Source: an optimization exercise on an open RTL-to-GDS flow (aim: small area and a short achievable clock period). Production flows keep margins and buffers that such runs may drop. The RTL of this run was laid out without a check of its function. Power is estimated from default activity; no workload was simulated.

### flow/config.mk
export PLATFORM = sky130hd
export DESIGN_NAME = sram_controller
export DESIGN_NICKNAME = sram_controller
export VERILOG_FILES = /design/flow/design.v
export SDC_FILE = /design/flow/constraint.sdc
export NUM_CORES = 4
export LEC_CHECK = 0
export CAP_MARGIN = 20
export CORE_MARGIN = 2
export CORE_UTILIZATION = 40
export PLACE_DENSITY = 0.6
export SLEW_MARGIN = 20
### flow/constraint.sdc
create_clock -name core_clock -period 10.0 [get_ports {hclk}]
set_input_delay 2.0000 -clock core_clock [delete_from_list [all_inputs] [get_ports {hclk}]]
set_output_delay 2.0000 -clock core_clock [all_outputs]
set_load 0.01 [all_outputs]
### flow/design.v
`default_nettype none
module sram_controller_pmu_sync (
    input  logic clk_pmu,               
    input  logic clk_ctrl,              
    input  logic reset_n,
    input  logic pwr_save_req,           
    input  logic pwr_restore_req,        
    output logic pwr_save_req_sync,      
    output logic pwr_restore_req_sync     
);
    (* ASYNC_REG = "TRUE" *)
    logic pwr_save_req_meta;
    (* ASYNC_REG = "TRUE" *)
    logic pwr_save_req_sync1;
    (* ASYNC_REG = "TRUE" *)
    logic pwr_save_req_sync2;
    always_ff @(posedge clk_ctrl or negedge reset_n) begin
        if (!reset_n) begin
            pwr_save_req_meta  <= 1'b0;
            pwr_save_req_sync1 <= 1'b0;
            pwr_save_req_sync2 <= 1'b0;
        end else begin
            pwr_save_req_meta  <= pwr_save_req;       
            pwr_save_req_sync1 <= pwr_save_req_meta;  
            pwr_save_req_sync2 <= pwr_save_req_sync1;  
        end
    end
    assign pwr_save_req_sync = pwr_save_req_sync2;
    (* ASYNC_REG = "TRUE" *)
    logic pwr_restore_req_meta;
    (* ASYNC_REG = "TRUE" *)
    logic pwr_restore_req_sync1;
    (* ASYNC_REG = "TRUE" *)
    logic pwr_restore_req_sync2;
    always_ff @(posedge clk_ctrl or negedge reset_n) begin
        if (!reset_n) begin
            pwr_restore_req_meta  <= 1'b0;
            pwr_restore_req_sync1 <= 1'b0;
            pwr_restore_req_sync2 <= 1'b0;
        end else begin
            pwr_restore_req_meta  <= pwr_restore_req;
            pwr_restore_req_sync1 <= pwr_restore_req_meta;
            pwr_restore_req_sync2 <= pwr_restore_req_sync1;
        end
    end
    assign pwr_restore_req_sync = pwr_restore_req_sync2;
endmodule
`default_nettype wire
`default_nettype none
module sram_controller_wakeup_timer (
    input  logic        clk,
    input  logic        reset_n,
    input  logic        enable,            
    output logic        timer_done,        
    output logic [1:0]  timer_count        
);
    logic [1:0] count;
    logic       done;
    logic       safety_lock;   
    always_ff @(posedge clk or negedge reset_n) begin
        if (!reset_n) begin
            count       <= 2'b00;
            done        <= 1'b0;
            safety_lock <= 1'b0;
        end else if (enable) begin
            if (count == 2'b11) begin
                count       <= 2'b11;   
                safety_lock <= 1'b1;    
                done        <= 1'b1;     
            end else begin
                count       <= count + 1'b1;
                done        <= 1'b0;
                safety_lock <= 1'b0;
            end
        end else begin
            count       <= 2'b00;        
            done        <= 1'b0;
            safety_lock <= 1'b0;
        end
    end
    assign timer_done  = done && safety_lock;
    assign timer_count = count;
endmodule
`default_nettype wire
`default_nettype none
module sram_controller_fsm (
    input  logic        clk,
    input  logic        reset_n,
    input  logic        pwr_save_req_sync,       
    input  logic        pwr_restore_req_sync,    
    input  logic        timer_done,              
    output logic [1:0]  fsm_state,                
    output logic        isolation_en,            
    output logic        power_gate_en,           
    output logic        hready_gate,             
    output logic        timer_enable             
);
    typedef enum logic [1:0] {
        ACTIVE = 2'b00,
        SLEEP  = 2'b01,
        WAKEUP = 2'b10
    } fsm_state_t;
    fsm_state_t current_state, next_state;
    always_ff @(posedge clk or negedge reset_n) begin
        if (!reset_n) begin
            current_state <= ACTIVE;   
        end else begin
            current_state <= next_state;
        end
    end
    always_comb begin
        next_state = current_state;   
        case (current_state)
            ACTIVE: begin
                if (pwr_save_req_sync) begin
                    next_state = SLEEP;
                end else begin
                    next_state = ACTIVE;
                end
            end
            SLEEP: begin
                if (pwr_restore_req_sync) begin
                    next_state = WAKEUP;
                end else begin
                    next_state = SLEEP;
                end
            end
            WAKEUP: begin
                if (timer_done) begin
                    next_state = ACTIVE;
                end else begin
                    next_state = WAKEUP;   
                end
            end
            default: begin
                next_state = ACTIVE;
            end
        endcase
    end
    always_comb begin
        isolation_en = 1'b0;
        power_gate_en = 1'b0;
        hready_gate = 1'b1;   
        timer_enable = 1'b0;
        case (current_state)
            ACTIVE: begin
                isolation_en = 1'b0;       
                power_gate_en = 1'b0;      
                hready_gate = 1'b1;        
                timer_enable = 1'b0;       
            end
            SLEEP: begin
                isolation_en = 1'b1;       
                power_gate_en = 1'b1;     
                hready_gate = 1'b0;       
                timer_enable = 1'b0;      
            end
            WAKEUP: begin
                isolation_en = 1'b1;       
                power_gate_en = 1'b0;     
                hready_gate = 1'b0;       
                timer_enable = 1'b1;      
            end
            default: begin
                isolation_en = 1'b1;       
                power_gate_en = 1'b0;     
                hready_gate = 1'b0;       
                timer_enable = 1'b0;
            end
        endcase
    end
    assign fsm_state = current_state;
endmodule
`default_nettype wire
`default_nettype none
module sram_controller_parity (
    input  logic        clk,
    input  logic        reset_n,
    input  logic [31:0] wdata,               
    input  logic        write_enable,        
    input  logic [7:0]  waddr,               
    input  logic [31:0] rdata,               
    input  logic        read_enable,         
    input  logic [7:0]  raddr,               
    output logic        parity_out,          
    input  logic        parity_in,           
    output logic        parity_error         
);
    logic parity_gen;
    assign parity_gen = ^wdata;   
    assign parity_out = !parity_gen;   
    logic parity_check;
    logic parity_mismatch;
    assign parity_check = ^rdata;   
    assign parity_mismatch = (parity_check ^ parity_in) != 1'b1;
    always_ff @(posedge clk or negedge reset_n) begin
        if (!reset_n) begin
            parity_error <= 1'b0;
        end else begin
            if (read_enable) begin
                parity_error <= parity_mismatch;
            end else begin
                parity_error <= 1'b0;
            end
        end
    end
endmodule
`default_nettype wire
`default_nettype none
module sram_controller_parity_storage (
    input  logic        clk,
    input  logic        reset_n,
    input  logic        write_enable,
    input  logic [7:0]  write_addr,
    input  logic        write_parity,
    input  logic [7:0]  read_addr,
    output logic        read_parity
);
    logic [7:0] parity_mem [0:31];   
    always_ff @(posedge clk or negedge reset_n) begin
        if (!reset_n) begin
            for (int i = 0; i < 32; i++) begin
                parity_mem[i] <= 8'h0;
            end
        end else if (write_enable) begin
            parity_mem[write_addr[7:3]][write_addr[2:0]] <= write_parity;
        end
    end
    assign read_parity = parity_mem[read_addr[7:3]][read_addr[2:0]];
endmodule
`default_nettype wire
`default_nettype none
module sram_controller_ahb_lite (
    input  logic        hclk,               
    input  logic        hreset_n,           
    input  logic        hsel,               
    input  logic [7:0]  haddr,              
    input  logic        hwrite,             
    input  logic [1:0]  htrans,             
    input  logic [2:0]  hsize,              
    input  logic [31:0] hwdata,             
    output logic [31:0] hrdata,             
    output logic        hready,             
    output logic        hresp,              
    input  logic        hready_gate,        
    input  logic [1:0]  fsm_state,          
    output logic        sram_clk0,          
    output logic        sram_csb0,          
    output logic        sram_web0,          
    output logic [7:0]  sram_addr0,         
    output logic [31:0] sram_din0,          
    output logic [3:0]  sram_wmask0,        
    input  logic [31:0] sram_dout0,         
    output logic        parity_error        
);
    logic valid_transfer;                   
    logic read_enable;                      
    logic write_enable;                     
    logic [31:0] hrdata_reg;                
    logic [31:0] hrdata_falling;           
    logic parity_out;                       
    logic parity_in;                        
    logic parity_write_en;                  
    logic parity_read_en;                   
    assign sram_addr0 = haddr[7:0];
    assign valid_transfer = hsel && htrans[1];   
    assign read_enable  = valid_transfer && !hwrite;
    assign write_enable = valid_transfer && hwrite;
    assign sram_csb0 = !valid_transfer;    
    assign sram_web0 = !write_enable;      
    assign sram_clk0 = hclk;
    assign sram_din0 = hwdata;
    always_comb begin
        case (hsize)
            3'b000: begin   
                case (haddr[1:0])
                    2'b00: sram_wmask0 = 4'b0001;   
                    2'b01: sram_wmask0 = 4'b0010;   
                    2'b10: sram_wmask0 = 4'b0100;   
                    2'b11: sram_wmask0 = 4'b1000;   
                endcase
            end
            3'b001: begin   
                sram_wmask0 = haddr[1] ? 4'b1100 : 4'b0011;   
            end
            default: begin   
                sram_wmask0 = 4'b1111;   
            end
        endcase
    end
    always_ff @(negedge hclk or negedge hreset_n) begin
        if (!hreset_n) begin
            hrdata_falling <= 32'h0;
        end else begin
            if (read_enable) begin
                hrdata_falling <= sram_dout0;   
            end
        end
    end
    always_ff @(posedge hclk or negedge hreset_n) begin
        if (!hreset_n) begin
            hrdata_reg <= 32'h0;
        end else begin
            hrdata_reg <= hrdata_falling;
        end
    end
    assign hrdata = hrdata_reg;
    always_comb begin
        if (!hready_gate) begin
            hready = 1'b0;
        end else if (valid_transfer) begin
            hready = 1'b1;
        end else begin
            hready = 1'b1;
        end
    end
    assign hresp = 1'b0;   
    assign parity_write_en = write_enable;
    assign parity_read_en = read_enable;
    sram_controller_parity i_parity (
        .clk(hclk),
        .reset_n(hreset_n),
        .wdata(hwdata),                     
        .write_enable(parity_write_en),
        .waddr(haddr),
        .rdata(sram_dout0),                  
        .read_enable(parity_read_en),
        .raddr(haddr),
        .parity_out(parity_out),            
        .parity_in(parity_in),              
        .parity_error(parity_error)         
    );
    sram_controller_parity_storage i_parity_storage (
        .clk(hclk),
        .reset_n(hreset_n),
        .write_enable(parity_write_en),
        .write_addr(haddr),
        .write_parity(parity_out),
        .read_addr(haddr),
        .read_parity(parity_in)
    );
endmodule
`default_nettype wire
`default_nettype none
module sram_controller (
    input  logic        hclk,               
    input  logic        hreset_n,           
    input  logic        hsel,               
    input  logic [7:0]  haddr,              
    input  logic        hwrite,             
    input  logic [1:0]  htrans,             
    input  logic [2:0]  hsize,              
    input  logic [31:0] hwdata,             
    output logic [31:0] hrdata,             
    output logic        hready,             
    output logic        hresp,              
    input  logic        pwr_save_req,       
    input  logic        pwr_restore_req,    
    output logic        sram_csb0,          
    output logic        sram_web0,          
    output logic [7:0]  sram_addr0,         
    output logic [31:0] sram_din0,          
    output logic [3:0]  sram_wmask0,        
    input  logic [31:0] sram_dout0,         
    output logic        parity_error,       
    output logic [1:0]  fsm_state           
);
    logic clk_ctrl;                         
    logic reset_n;                          
    logic pwr_save_req_sync;                
    logic pwr_restore_req_sync;             
    logic [1:0] fsm_state_int;              
    logic isolation_en;                     
    logic power_gate_en;                    
    logic hready_gate;                      
    logic timer_enable;                     
    logic timer_done;                       
    logic [1:0] timer_count;                
    logic parity_error_int;                 
    logic sram_clk0_unused;                 
    assign reset_n = hreset_n;
    assign clk_ctrl = hclk;
    sram_controller_pmu_sync i_pmu_sync (
        .clk_pmu(1'b0),
        .clk_ctrl(clk_ctrl),
        .reset_n(reset_n),
        .pwr_save_req(pwr_save_req),
        .pwr_restore_req(pwr_restore_req),
        .pwr_save_req_sync(pwr_save_req_sync),
        .pwr_restore_req_sync(pwr_restore_req_sync)
    );
    sram_controller_wakeup_timer i_wakeup_timer (
        .clk(clk_ctrl),
        .reset_n(reset_n),
        .enable(timer_enable),
        .timer_done(timer_done),
        .timer_count(timer_count)
    );
    sram_controller_fsm i_fsm (
        .clk(clk_ctrl),
        .reset_n(reset_n),
        .pwr_save_req_sync(pwr_save_req_sync),
        .pwr_restore_req_sync(pwr_restore_req_sync),
        .timer_done(timer_done),
        .fsm_state(fsm_state_int),
        .isolation_en(isolation_en),
        .power_gate_en(power_gate_en),
        .hready_gate(hready_gate),
        .timer_enable(timer_enable)
    );
    sram_controller_ahb_lite i_ahb_lite (
        .hclk(hclk),
        .hreset_n(hreset_n),
        .hsel(hsel),
        .haddr(haddr),
        .hwrite(hwrite),
        .htrans(htrans),
        .hsize(hsize),
        .hwdata(hwdata),
        .hrdata(hrdata),
        .hready(hready),
        .hresp(hresp),
        .hready_gate(hready_gate),
        .fsm_state(fsm_state_int),
        .sram_clk0(sram_clk0_unused),
        .sram_csb0(sram_csb0),
        .sram_web0(sram_web0),
        .sram_addr0(sram_addr0),
        .sram_din0(sram_din0),
        .sram_wmask0(sram_wmask0),
        .sram_dout0(sram_dout0),
        .parity_error(parity_error_int)
    );
    assign parity_error = parity_error_int;
    assign fsm_state = fsm_state_int;
endmodule
`default_nettype wire
### flow/run.sh
#!/bin/bash
# synth_recipe.tcl (not shown) runs the flow's synth.tcl, then flattens the netlist and writes it again
# the make line also repeats each setting of config.mk as NAME=value (left out here)
make -C /OpenROAD-flow-scripts/flow DESIGN_CONFIG=/design/flow/config.mk WORK_HOME=/design/flow/orfs CLKGATE_MAP_FILE= SYNTH_SCRIPT=/design/flow/synth_recipe.tcl finish
==> results.txt <==
[metrics by stage]
step	power, mW	instances
after floorplan	1.98	1520
final	3.68	2115
after detailed placement	2.32	2048
after CTS	3.70	2115
after global placement	2.31	2048
after global routing	3.82	2115
[per-layer routing]
layer | GRT usage, % | up-vias
li1 | - | 5693
met1 | 35.2 | 6258
met2 | 38.4 | 625
met3 | 5.76 | 114
met4 | 8.51 | 0
met5 | 0 | -
[worst paths after layout]
check	start	depth (start not counted)	slack (ns)	endpoint
setup / recovery	hsel	4	1.78	i_ahb_lite.hrdata_falling[14]
max in group asynchronous	hreset_n	1	3.16	i_ahb_lite.hrdata_falling[10]
min in group asynchronous	hreset_n	1	1.47	i_ahb_lite.hrdata_reg[27]
hold reg to reg	i_pmu_sync.pwr_restore_req_meta	0	0.35	i_pmu_sync.pwr_restore_req_sync1
setup reg to reg	i_ahb_lite.hrdata_falling[14]	0	4.50	i_ahb_lite.hrdata_reg[14]
hold / removal	i_pmu_sync.pwr_restore_req_meta	0	0.35	i_pmu_sync.pwr_restore_req_sync1
[kinds of logic after synthesis]
family / Yosys count / share of synthesized area [%]
AOI/OAI and AO/OA: 639 / 24.7
DFF: 332 / 53.0
and+or+nand+nor: 234 / 8.27
buffers and inverters: 191 / 6.16
xor gates and xnor gates: 64 / 3.58
muxes: 54 / 3.87
adders and majority gates: 5 / 0.399
other: 1 / 0.0239
[synth_stat cells (4+ instances only)]
library cell / n / area (um2)
a2111oi_0: 10 / 87.6
a21oi_1: 5 / 25.0
a22o_1: 4 / 35.0
a22oi_1: 50 / 375
a31oi_1: 8 / 50.1
a32oi_1: 14 / 123
and2_1: 5 / 31.3
and3_1: 25 / 156
buf_1: 7 / 26.3
buf_2: 15 / 75.1
buf_4: 46 / 345
buf_6: 6 / 67.6
clkbuf_1: 105 / 394
dfrtn_1: 32 / 801
dfrtp_1: 300 / 7510
ha_1: 5 / 62.6
inv_1: 11 / 41.3
mux2_2: 38 / 428
mux2i_1: 14 / 140
nand2_1: 60 / 225
nand2b_1: 4 / 25.0
nand3_1: 24 / 120
nand3b_1: 5 / 37.5
nand4_1: 18 / 113
nor2_1: 31 / 116
nor2_2: 6 / 37.5
nor2_4: 6 / 67.6
nor2b_1: 6 / 37.5
nor3_1: 9 / 45.0
nor3b_1: 5 / 37.5
nor4_1: 9 / 56.3
o21ai_0: 392 / 1960
o31ai_1: 129 / 968
xnor2_1: 56 / 490
xor2_1: 8 / 70.1
[where the power goes]
group / internal (mW) / total (mW) / leakage [nW] / switching [mW]
Combinational: 0.228 / 0.802 / 2.46 / 0.574
Clock: 0.821 / 1.39 / 0.614 / 0.566
Sequential: 1.45 / 1.49 / 4.48 / 0.0485
Total: 2.50 / 3.68 / 7.55 / 1.19
[worst max-delay path: cells and delay by family]
| kind | cells | cell delay, ns |
|---|---|---|
| AND/OR/NAND/NOR | 2 | 0.73 |
| buffers and inverters | 1 | 0.42 |
| multiplexers | 1 | 0.42 |
[final cells by class]
cell class | instances | area, um2 | area share [%]
clock buffers | 55 | 1100 | 5.96
inverters | 11 | 41.3 | 0.223
flip-flops and latches | 332 | 8310 | 44.9
multi-input cells | 997 | 6420 | 34.7
clock inverters | 12 | 143 | 0.770
repair buffers | 190 | 1860 | 10.0
well taps | 518 | 648 | 3.50
==> results.txt <==
initial antenna violation count 0; Hold-fix buffers, CTS 0; Top Layer Used met4; RSZ-0062 raised after global routing no; post-CTS setup repair buffer count 0; die area 40800 um2; Clock Sinks 332; P per Cell Area 199 nW/um2; YS warnings 7; via count 12.7k; total length of routed met3 wires 4.86 mm; #FFs+latches synth 332; Post-Syn Area per Cell 10.3 um2; GRT Total Usage 25.1%; CTS tree built; First-pass DRT Iterations 6; Fin. Hold Viols 0; Final Skew 0.0204 ns; most common cell after layout, fill and taps aside o21ai_0; sequential share of the synthesized area 53.0%; Required @ worst endpoint 5.38 ns; starting density of the core 40.5%; outcome complete, no violations; Post-Syn Instances 1520; max FFs per register 256; Worst Path Max Fanout 34; clock slew at reported path FFs 0.05 ns; Vias/cell 6.00; Hold WC Path Type flip-flop to flip-flop; CP max stage cell or2_2; main flop type after synthesis dfrtp_1; distinct cell type count after synthesis 70; Top Ports 166; hold_ws 0.347 ns; Mapped Nets 1608; Data arrival, critical path 3.60 ns; HPWL Detailed 33.1 mm; crit end category flip-flop; maximum number of pins on one net before global-route repair 163; Core Util, Final 47.9%; Slew HR 23.3%; total core area 38600 um2; GRT Residual Overflow 0; Layout Nets 1657; Placer Congestion 0.935; CTS buffer count 37; critical path startpoint category primary input; deepest clock path buffer count 3; Leakage 7.55 nW; vias in the first global route 12.1k; post-route cell area 18500 um2; Setup WS pre-CTS 1.24 ns; first-pass GRT wire length 77.8 mm; DRC viols 0; chip height 202 um; delay of the slowest critical-path stage 0.65 ns; Avg WL per Cell 24.3 um; DIE WIDTH 202 um; worst slew pin tran 1.12 ns; met2 wire len 23.1 mm; H-tree lvl count 2; Post-synth EDFFs 0; synthesized cell area 15700 um2; remaining antenna violation count after routing 0; number of port buffers 163; row cnt 72; CTS root buf clkbuf_16; Filler Cell Count 3537; Setup-failing EPs final 0; max-cap viol count 0; area grow syn2layout 18.2%; setup tns final 0 ns; max-slew violations 0; post-CTS sizing 0; Final WS setup 1.78 ns; layout cells sized above 1 9.71%; ANT cells 0; WL final 51.4 mm; worst-path cell chain clkdlybuf4s50_1 > nand2_1 > or2_2 > mux2_2; M1 wire length 21.6 mm; commonest cells after routing, fill and taps aside 392 x o21ai_0, 300 x dfrtp_1, 162 x clkdlybuf4s50_1; WS Path Type primary input to flip-flop; First DRT Iteration DRCs 1427; Max VDD drop 0.312 mV; placed cell areas 17300 um2; clock latency at the later pin of the worst-skew pair 0.53 ns; asr flop ratio synth 100%
